From an optimization exercise on the open Yosys and OpenROAD flow, aimed at small area; shortcuts taken in it are not production practice.
Function was checked by simulation only, so behaviour that the tests miss may differ from the original.
No activity file was given, so power comes from the tool's default toggle rates. The clock port is modelled as an ideal driver; clocking choices that lean on that would not hold on a real chip.

==> flow/design.v (excerpt) <==
module fifo #(parameter data_word_size_g = 16,
                        num_fifo_elements_g = 32,
                        reset_pol_g = 1'b0
            )(
            input clk_i, rst_i, clk_en_i, r_en_i, w_en_i,
            input [data_word_size_g-1 : 0] w_data_i,
            output wire [data_word_size_g-1 : 0] r_data_o,
            output wire r_empty_o, w_full_o
            );
clock: 5.0 ns
lec_check: 0
cap_margin: 0
core_margin: 2
core_utilization: 70
slew_margin: 0
synth_hierarchical: 1
standard.sh (not shown) runs the stock make flow with config.mk's settings and CLKGATE_MAP_FILE= SYNTH_SCRIPT=/design/flow/synth_recipe.tcl, a recipe that flattens the netlist after the stock synthesis.
==> flow/flow/run.sh <==
#!/bin/bash
# Layout flow: the standard ORFS flow with two changes.
#  - port buffers use the smallest buffer (buf_1) instead of ORFS's default pick;
#  - clock tree synthesis builds the tree from clkbuf_8 cells, clusters up to
#    20 sinks (within 60 um) per leaf buffer and inserts no dummy loads.
# Everything else (synthesis, floorplan, power grid, tap cells, placement,
# routing) is the standard flow run by standard.sh.
set -euo pipefail
cd "$(dirname "$0")/.."
export BUFFER_PORTS_ARGS="-buffer_cell sky130_fd_sc_hd__buf_1"
export CTS_ARGS="-sink_clustering_enable -repair_clock_nets -sink_clustering_size 20 -sink_clustering_max_diameter 60 -buf_list sky130_fd_sc_hd__clkbuf_8 -dont_use_dummy_load"
bash standard.sh > standard_flow.log 2>&1
Change:
--- a/flow/flow/run.sh
+++ b/flow/flow/run.sh
@@ -4,2 +4,2 @@
-#  - clock tree synthesis builds the tree from clkbuf_8 cells, clusters up to
-#    20 sinks (within 60 um) per leaf buffer and inserts no dummy loads.
+#  - clock tree synthesis clusters up to 30 sinks per leaf buffer and inserts
+#    no dummy loads.
@@ -11 +11 @@
-export CTS_ARGS="-sink_clustering_enable -repair_clock_nets -sink_clustering_size 20 -sink_clustering_max_diameter 60 -buf_list sky130_fd_sc_hd__clkbuf_8 -dont_use_dummy_load"
+export CTS_ARGS="-sink_clustering_enable -repair_clock_nets -sink_clustering_size 30 -sink_clustering_max_diameter 80 -dont_use_dummy_load"
Effect: The changed run finished clean. Setup slack is better by 0.0061 ns. Power is higher by a few percent. Die area stays the same. Flip-flop and latch count is unchanged. Via count rose slightly. Wire length came out higher slightly. Combinational power is about the same. Clock skew is lower by 0.010 ns. Count of clock-buffer cells in the layout fell by 10.

* * *

fifo, a different RTL version from the one above (not shown whole).
Size in the first run: about 880 cells after synthesis, ~0.019 sq mm of cells after synthesis.
## fifo
module fifo #(parameter data_word_size_g = 16,
                        num_fifo_elements_g = 32,
                        reset_pol_g = 1'b0
            )(
            input clk_i, rst_i, clk_en_i, r_en_i, w_en_i,
            input [data_word_size_g-1 : 0] w_data_i,
            output wire [data_word_size_g-1 : 0] r_data_o,
            output wire r_empty_o, w_full_o
            );
Settings: LEC_CHECK=0, CAP_MARGIN=0, CORE_MARGIN=2, CORE_UTILIZATION=60, SLEW_MARGIN=0, SYNTH_HIERARCHICAL=1; clock period 5.0 ns.
run.sh (not shown) runs the stock make flow with config.mk's settings and CLKGATE_MAP_FILE= SYNTH_SCRIPT=/design/flow/synth_recipe.tcl, a recipe that flattens the netlist after the stock synthesis.
Stock flow here: none of the scripts above is used.
Next try:
==> flow/flow/run.sh (new file) <==
#!/bin/bash
# Layout flow: the standard ORFS flow with two changes.
#  - port buffers use the smallest buffer (buf_1) instead of ORFS's default pick;
#  - clock tree synthesis clusters up to 30 sinks per leaf buffer and inserts
#    no dummy loads.
# Everything else (synthesis, floorplan, power grid, tap cells, placement,
# routing) is the standard flow run by standard.sh.
set -euo pipefail
cd "$(dirname "$0")/.."
export BUFFER_PORTS_ARGS="-buffer_cell sky130_fd_sc_hd__buf_1"
export CTS_ARGS="-sink_clustering_enable -repair_clock_nets -sink_clustering_size 30 -sink_clustering_max_diameter 80 -dont_use_dummy_load"
bash standard.sh > standard_flow.log 2>&1
==> flow/standard.sh (new file) <==
#!/bin/bash
# synth_recipe.tcl (not shown) runs the flow's synth.tcl, then flattens the netlist and writes it again
# the make line also repeats each setting of config.mk as NAME=value (left out here)
make -C /OpenROAD-flow-scripts/flow DESIGN_CONFIG=/design/flow/config.mk WORK_HOME=/design/flow/orfs CLKGATE_MAP_FILE= SYNTH_SCRIPT=/design/flow/synth_recipe.tcl "${@:-finish}"
- CORE_UTILIZATION: 60 -> 70
removed: flow/run.sh
What happened:
- first-iteration DRC count came out higher by a little under a tenth
- final area decreases by a few percent
- routed wire length fell by a few percent
- power drops by about a fifth
- via count shrinks slightly

[what the ideal ports hide]
Ports are ideal in the flow. The routed layouts listed here were re-timed in OpenROAD. Step 1 sets driving cells, clkbuf_16 on the clock port and buf_2 on the other inputs (assumed; they add their load-dependent delay and slew). Step 2, shift: input delay + t, output delay - t, t = (earliest + latest rising clock arrival at the registers) / 2. This alone moves slack from input paths to output paths. Slacks: no drivers / after step 1 / after step 2; pairs: no drivers / after step 1.
run | t, ns | setup slack, ns | hold slack, ns | worst setup path after step 2
the first run of note 1 | 0.663 | 1.371 / 1.371 / 1.166 | 0.478 / 0.478 / 0.478 | input to register
the second run of note 1 | 0.591 | 1.377 / 1.377 / 1.172 | 0.493 / 0.493 / 0.493 | input to register
the first run of note 2 | 0.603 | 1.475 / 1.502 / 0.898 | 0.443 / 0.443 / 0.443 | input to register
the second run of note 2 | 0.593 | 2.036 / 2.061 / 1.468 | 0.451 / 0.451 / 0.451 | input to register
After both steps setup and hold are still met in every run listed. The setup slack of the first run of note 2, which loses most, moves by +0.027 ns with the drivers and by -0.577 ns with both steps.
